This is an optimization exercise on Yosys and OpenROAD, whose aim is small area, not a production implementation. Function was checked by simulation only, so behaviour that the tests miss may differ from the original. No driver is modelled on the clock port, so clock power and skew are understated where the tree is cut down; a real chip needs a root buffer or a tree. No activity file was given, so power comes from the tool's default toggle rates.

==> flow/design.v (excerpt) <==
module detection_counter_keeper(in_reset, in_count_increment,
displ0, displ1, displ2, displ3, displ4, displ5);
Size: ~160 cells after synthesis, ~24 flip-flops, about 50 I/O pins.
clock: 50.0 ns
lec_check: 0
abc_area: 1
cap_margin: 20
core_margin: 2
core_utilization: 60
cts_buf_list: sky130_fd_sc_hd__clkbuf_8
cts_cluster_diameter: 200
cts_cluster_size: 30
slew_margin: 20
standard.sh (not shown) runs the stock make flow with config.mk's settings and CLKGATE_MAP_FILE= SYNTH_SCRIPT=/design/flow/synth_recipe.tcl, a recipe that flattens the netlist after the stock synthesis.
==> flow/flow/run.sh <==
#!/bin/bash
# Own layout flow: the standard ORFS flow with three changes:
#  - synthesis: Yosys's half/full adder extraction is skipped and ABC maps for
#    area without buffering/upsizing (flow/abc_area_plain.script);
#  - port buffering uses the smallest buffer (buf_1) instead of the default;
#  - CTS does not insert dummy loads.
# Each tool's output goes to its own log in this folder (and ORFS's logs).
set -euo pipefail
W=$(pwd)
F=$W/flow
export MY_ABC_SCRIPT=$F/abc_area_plain.script
export BUFFER_PORTS_ARGS="-buffer_cell sky130_fd_sc_hd__buf_1"
export CTS_ARGS="-sink_clustering_enable -repair_clock_nets -dont_use_dummy_load ${MY_CTS_EXTRA:-}"
make -C "$FLOW_HOME" DESIGN_CONFIG=$W/config.mk WORK_HOME=$W/orfs CLKGATE_MAP_FILE= \
  SYNTH_SCRIPT=$F/synth.tcl synth > $W/make_synth.log 2>&1
make -C "$FLOW_HOME" DESIGN_CONFIG=$W/config.mk WORK_HOME=$W/orfs CLKGATE_MAP_FILE= \
  SYNTH_SCRIPT=$F/synth.tcl finish > $W/make_finish.log 2>&1
R=$W/orfs/results/$FLOW_PLATFORM/detection_counter_keeper/base
: # left out here: write the final layout as DEF
==> flow/flow/abc_area_plain.script <==
strash
dch
map -a
topo
==> flow/flow/synth.tcl <==
# The standard flow's synthesis script (synth_recipe.tcl) with two overrides:
# extract_fa is skipped and abc gets this flow's area script.
proc synth {args} { yosys synth -nofsm -noshare {*}$args }
proc extract_fa {args} { puts "extract_fa skipped" }
proc abc {args} {
  set i [lsearch -exact $args -script]
  if { $i >= 0 } { lset args [expr {$i + 1}] $::env(MY_ABC_SCRIPT) }
  yosys abc {*}$args
}
source $::env(SCRIPTS_DIR)/synth.tcl
# left out here: clear keep_hierarchy, flatten, clean up, hide names made inside functions, write 1_2_yosys.v
The baseline passed the timing, design-rule and antenna checks.
Change:
--- a/flow/flow/run.sh
+++ b/flow/flow/run.sh
@@ -11,5 +11,5 @@
 export MY_ABC_SCRIPT=$F/abc_area_plain.script
 export BUFFER_PORTS_ARGS="-buffer_cell sky130_fd_sc_hd__buf_1"
-export CTS_ARGS="-sink_clustering_enable -repair_clock_nets -dont_use_dummy_load ${MY_CTS_EXTRA:-}"
+export CTS_ARGS="-dont_use_dummy_load -buf_list sky130_fd_sc_hd__clkbuf_16 -root_buf sky130_fd_sc_hd__clkbuf_16 -repair_clock_nets"
 make -C "$FLOW_HOME" DESIGN_CONFIG=$W/config.mk WORK_HOME=$W/orfs CLKGATE_MAP_FILE= \
   SYNTH_SCRIPT=$F/synth.tcl synth > $W/make_synth.log 2>&1
--- a/flow/config.mk
+++ b/flow/config.mk
@@ -8,8 +8,5 @@
 export ABC_AREA = 1
 export CAP_MARGIN = 20
-export CORE_MARGIN = 2
-export CORE_UTILIZATION = 60
-export CTS_BUF_LIST = sky130_fd_sc_hd__clkbuf_8
-export CTS_CLUSTER_DIAMETER = 200
-export CTS_CLUSTER_SIZE = 30
+export CORE_AREA = 3 3 72 72
+export DIE_AREA = 0 0 75 75
 export SLEW_MARGIN = 20
Global-route usage fell by 11 points.
Sequential share of layout area fell by 2.2 points.
Wire length rose by 9.9%.
Core utilization fell by 39 points.
Design area rose by 5.6%.
Clock power rose by 100%.
Change:
--- a/flow/flow/run.sh
+++ b/flow/flow/run.sh
@@ -2,5 +2,5 @@
 # Own layout flow: the standard ORFS flow with three changes:
 #  - synthesis: Yosys's half/full adder extraction is skipped and ABC maps for
-#    area without buffering/upsizing (flow/abc_area_plain.script);
+#    area (deepsyn, then amap) without buffering or upsizing (flow/abc_area_plain.script);
 #  - port buffering uses the smallest buffer (buf_1) instead of the default;
 #  - CTS does not insert dummy loads.
@@ -11,5 +11,8 @@
 export MY_ABC_SCRIPT=$F/abc_area_plain.script
 export BUFFER_PORTS_ARGS="-buffer_cell sky130_fd_sc_hd__buf_1"
-export CTS_ARGS="-dont_use_dummy_load -buf_list sky130_fd_sc_hd__clkbuf_16 -root_buf sky130_fd_sc_hd__clkbuf_16 -repair_clock_nets"
+export CTS_ARGS="-sink_clustering_enable -dont_use_dummy_load -buf_list sky130_fd_sc_hd__clkbuf_16 -root_buf sky130_fd_sc_hd__clkbuf_16 -repair_clock_nets"
+export POST_CTS_TCL=$F/post_cts.tcl
+export SKIP_REPAIR_TIE_FANOUT=1
+export SYNTH_INSBUF=0
 make -C "$FLOW_HOME" DESIGN_CONFIG=$W/config.mk WORK_HOME=$W/orfs CLKGATE_MAP_FILE= \
   SYNTH_SCRIPT=$F/synth.tcl synth > $W/make_synth.log 2>&1
==> flow/flow/abc_area_plain.script (replaced) <==
strash
&get -n
&deepsyn -T 60 -S 1
&put
dch -f
amap
topo
==> flow/flow/post_cts.tcl (new file) <==
# After CTS: replace the small clock tree CTS built (a root buffer and leaf
# buffers) by one clkbuf_16 that drives every flip-flop clock pin, placed at
# the flip-flops' centre. All registers keep the same clock arrival.
set block [ord::get_db_block]
set db [ord::get_db]
set clk_port in_count_increment
set root_net [[$block findBTerm $clk_port] getNet]

set cts_insts {}
set cts_nets {}
foreach inst [$block getInsts] {
  set n [$inst getName]
  if { [string match "clkbuf_*_$clk_port" $n] || [string match "clkload*" $n] } {
    lappend cts_insts $inst
    set xt [$inst findITerm X]
    if { $xt != "NULL" && [$xt getNet] != "NULL" } { lappend cts_nets [$xt getNet] }
  }
}
set sinks {}
set sx 0
set sy 0
foreach inst [$block getInsts] {
  set ck [$inst findITerm CLK]
  if { $ck != "NULL" && [$ck getNet] != "NULL" } {
    lappend sinks $ck
    set b [$inst getBBox]
    set sx [expr {$sx + ([$b xMin] + [$b xMax]) / 2}]
    set sy [expr {$sy + ([$b yMin] + [$b yMax]) / 2}]
  }
}
set ns [llength $sinks]
puts "single clock buffer: removing [llength $cts_insts] CTS cells, $ns sinks"
foreach ck $sinks { $ck disconnect }
foreach inst $cts_insts {
  foreach it [$inst getITerms] { if { [$it getNet] != "NULL" } { $it disconnect } }
  odb::dbInst_destroy $inst
}
foreach net $cts_nets { odb::dbNet_destroy $net }

set master [$db findMaster sky130_fd_sc_hd__clkbuf_16]
set buf [odb::dbInst_create $block $master clkbuf_single_$clk_port]
set net [odb::dbNet_create $block clknet_single_$clk_port]
$net setSigType CLOCK
$root_net setSigType CLOCK
[$buf findITerm A] connect $root_net
[$buf findITerm X] connect $net
foreach ck $sinks { $ck connect $net }
$buf setLocation [expr {$sx / $ns}] [expr {$sy / $ns}]
$buf setPlacementStatus PLACED
detailed_placement
check_placement -verbose
estimate_parasitics -placement
report_clock_skew
- total power drops by 21%
- hold slack got worse by 0.057 ns
- maximum frequency is about the same
- synthesized area drops by about 5%
Change:
==> flow/flow/run.sh (replaced) <==
#!/bin/bash
# Own layout flow: the standard ORFS flow with three changes:
#  - synthesis: Yosys's half/full adder extraction is skipped and ABC maps for
#    area without buffering/upsizing (flow/abc_area_plain.script);
#  - port buffering uses the smallest buffer (buf_1) instead of the default;
#  - CTS does not insert dummy loads.
# Each tool's output goes to its own log in this folder (and ORFS's logs).
set -euo pipefail
W=$(pwd)
F=$W/flow
export MY_ABC_SCRIPT=$F/abc_area_plain.script
export BUFFER_PORTS_ARGS="-buffer_cell sky130_fd_sc_hd__buf_1"
export CTS_ARGS="-sink_clustering_enable -sink_clustering_size 30 -sink_clustering_max_diameter 200 -dont_use_dummy_load -buf_list sky130_fd_sc_hd__clkbuf_8 -root_buf sky130_fd_sc_hd__clkbuf_8 -repair_clock_nets"
make -C "$FLOW_HOME" DESIGN_CONFIG=$W/config.mk WORK_HOME=$W/orfs CLKGATE_MAP_FILE= \
  SYNTH_SCRIPT=$F/synth.tcl synth > $W/make_synth.log 2>&1
make -C "$FLOW_HOME" DESIGN_CONFIG=$W/config.mk WORK_HOME=$W/orfs CLKGATE_MAP_FILE= \
  SYNTH_SCRIPT=$F/synth.tcl finish > $W/make_finish.log 2>&1
R=$W/orfs/results/$FLOW_PLATFORM/detection_counter_keeper/base
: # left out here: write the final layout as DEF
==> flow/flow/abc_area_plain.script (replaced) <==
strash
dch
map -a
topo
removed: flow/flow/post_cts.tcl
The new run finished clean.
Global-route usage climbs by 0.11 points.
Synthesized cell count rose by 1.3%.
Sequential share of layout area falls by 1.4 points.
Cell area went up by about 3.6%.
Setup slack gains 0.0031 ns.
Change:
--- a/flow/flow/run.sh
+++ b/flow/flow/run.sh
@@ -11,5 +11,8 @@
 export MY_ABC_SCRIPT=$F/abc_area_plain.script
 export BUFFER_PORTS_ARGS="-buffer_cell sky130_fd_sc_hd__buf_1"
-export CTS_ARGS="-sink_clustering_enable -sink_clustering_size 30 -sink_clustering_max_diameter 200 -dont_use_dummy_load -buf_list sky130_fd_sc_hd__clkbuf_8 -root_buf sky130_fd_sc_hd__clkbuf_8 -repair_clock_nets"
+export CTS_ARGS="-sink_clustering_enable -dont_use_dummy_load -buf_list sky130_fd_sc_hd__clkbuf_16 -root_buf sky130_fd_sc_hd__clkbuf_16 -repair_clock_nets"
+export POST_CTS_TCL=$F/post_cts.tcl
+export SKIP_REPAIR_TIE_FANOUT=1
+export SYNTH_INSBUF=0
 make -C "$FLOW_HOME" DESIGN_CONFIG=$W/config.mk WORK_HOME=$W/orfs CLKGATE_MAP_FILE= \
   SYNTH_SCRIPT=$F/synth.tcl synth > $W/make_synth.log 2>&1
==> flow/flow/post_cts.tcl (new file) <==
# After CTS: replace the small clock tree CTS built (a root buffer and leaf
# buffers) by one clkbuf_16 that drives every flip-flop clock pin, placed at
# the flip-flops' centre. All registers keep the same clock arrival.
set block [ord::get_db_block]
set db [ord::get_db]
set clk_port in_count_increment
set root_net [[$block findBTerm $clk_port] getNet]

set cts_insts {}
set cts_nets {}
foreach inst [$block getInsts] {
  set n [$inst getName]
  if { [string match "clkbuf_*_$clk_port" $n] || [string match "clkload*" $n] } {
    lappend cts_insts $inst
    set xt [$inst findITerm X]
    if { $xt != "NULL" && [$xt getNet] != "NULL" } { lappend cts_nets [$xt getNet] }
  }
}
set sinks {}
set sx 0
set sy 0
foreach inst [$block getInsts] {
  set ck [$inst findITerm CLK]
  if { $ck != "NULL" && [$ck getNet] != "NULL" } {
    lappend sinks $ck
    set b [$inst getBBox]
    set sx [expr {$sx + ([$b xMin] + [$b xMax]) / 2}]
    set sy [expr {$sy + ([$b yMin] + [$b yMax]) / 2}]
  }
}
set ns [llength $sinks]
puts "single clock buffer: removing [llength $cts_insts] CTS cells, $ns sinks"
foreach ck $sinks { $ck disconnect }
foreach inst $cts_insts {
  foreach it [$inst getITerms] { if { [$it getNet] != "NULL" } { $it disconnect } }
  odb::dbInst_destroy $inst
}
foreach net $cts_nets { odb::dbNet_destroy $net }

set master [$db findMaster sky130_fd_sc_hd__clkbuf_16]
set buf [odb::dbInst_create $block $master clkbuf_single_$clk_port]
set net [odb::dbNet_create $block clknet_single_$clk_port]
$net setSigType CLOCK
$root_net setSigType CLOCK
[$buf findITerm A] connect $root_net
[$buf findITerm X] connect $net
foreach ck $sinks { $ck connect $net }
$buf setLocation [expr {$sx / $ns}] [expr {$sy / $ns}]
$buf setPlacementStatus PLACED
detailed_placement
check_placement -verbose
estimate_parasitics -placement
report_clock_skew
Global-route usage shrinks by 0.25 points.
Routed wire length came out higher slightly.
Power falls by a few percent.
Core utilization is lower by 0.78 points.
Change:
--- a/flow/flow/run.sh
+++ b/flow/flow/run.sh
@@ -13,6 +13,4 @@
 export CTS_ARGS="-sink_clustering_enable -dont_use_dummy_load -buf_list sky130_fd_sc_hd__clkbuf_16 -root_buf sky130_fd_sc_hd__clkbuf_16 -repair_clock_nets"
 export POST_CTS_TCL=$F/post_cts.tcl
-export SKIP_REPAIR_TIE_FANOUT=1
-export SYNTH_INSBUF=0
 make -C "$FLOW_HOME" DESIGN_CONFIG=$W/config.mk WORK_HOME=$W/orfs CLKGATE_MAP_FILE= \
   SYNTH_SCRIPT=$F/synth.tcl synth > $W/make_synth.log 2>&1
After rerunning:
- The new run finished clean
- fmax barely changes
- die area is unchanged
- global-route usage is about the same
- setup slack degrades by 0.015 ns
- clock power fell by 3.6%
- sequential power is about the same
- synthesized area rose by 3.6%
- total power fell by 1.1%
- register-to-register slack degrades by 0.03 ns
The clock cells of the third, fifth and sixth runs of this note come from the design's own scripts or RTL, not from TritonCTS.

-- port drivers added, routing unchanged --
No port has a modelled driver above. Below, the same layouts with a new extraction and two added sets of constraints.
Step 1 sets driving cells, clkbuf_16 on the clock port and buf_2 on the other inputs (assumed; they add their load-dependent delay and slew).
Step 2 also shifts input and output timing later by t, the mid clock arrival at the registers, as if the neighbouring blocks saw the same clock.
Slacks: ideal / step 1 / step 2; pairs: ideal / step 1.
| run | shift t [ns] | setup slack, ns | slew at the worst register clock pin (ns) | pins driven straight from the clock port |
|---|---|---|---|---|
| the first run | 0.325 | 38.571 / 38.552 / 38.876 | 0.12 / 0.12 | 1 |
| the second run | 0.276 | 38.661 / 38.633 / 38.909 | 0.06 / 0.06 | 1 |
| the third run | 0.190 | 38.645 / 38.616 / 38.806 | 0.10 / 0.10 | 1 |
| the fourth run | 0.279 | 38.648 / 38.625 / 38.904 | 0.09 / 0.09 | 1 |
| the fifth run | 0.187 | 38.750 / 38.722 / 38.909 | 0.10 / 0.10 | 1 |
| the sixth run | 0.184 | 38.735 / 38.706 / 38.890 | 0.09 / 0.09 | 1 |
After both steps every run listed still meets setup and hold.
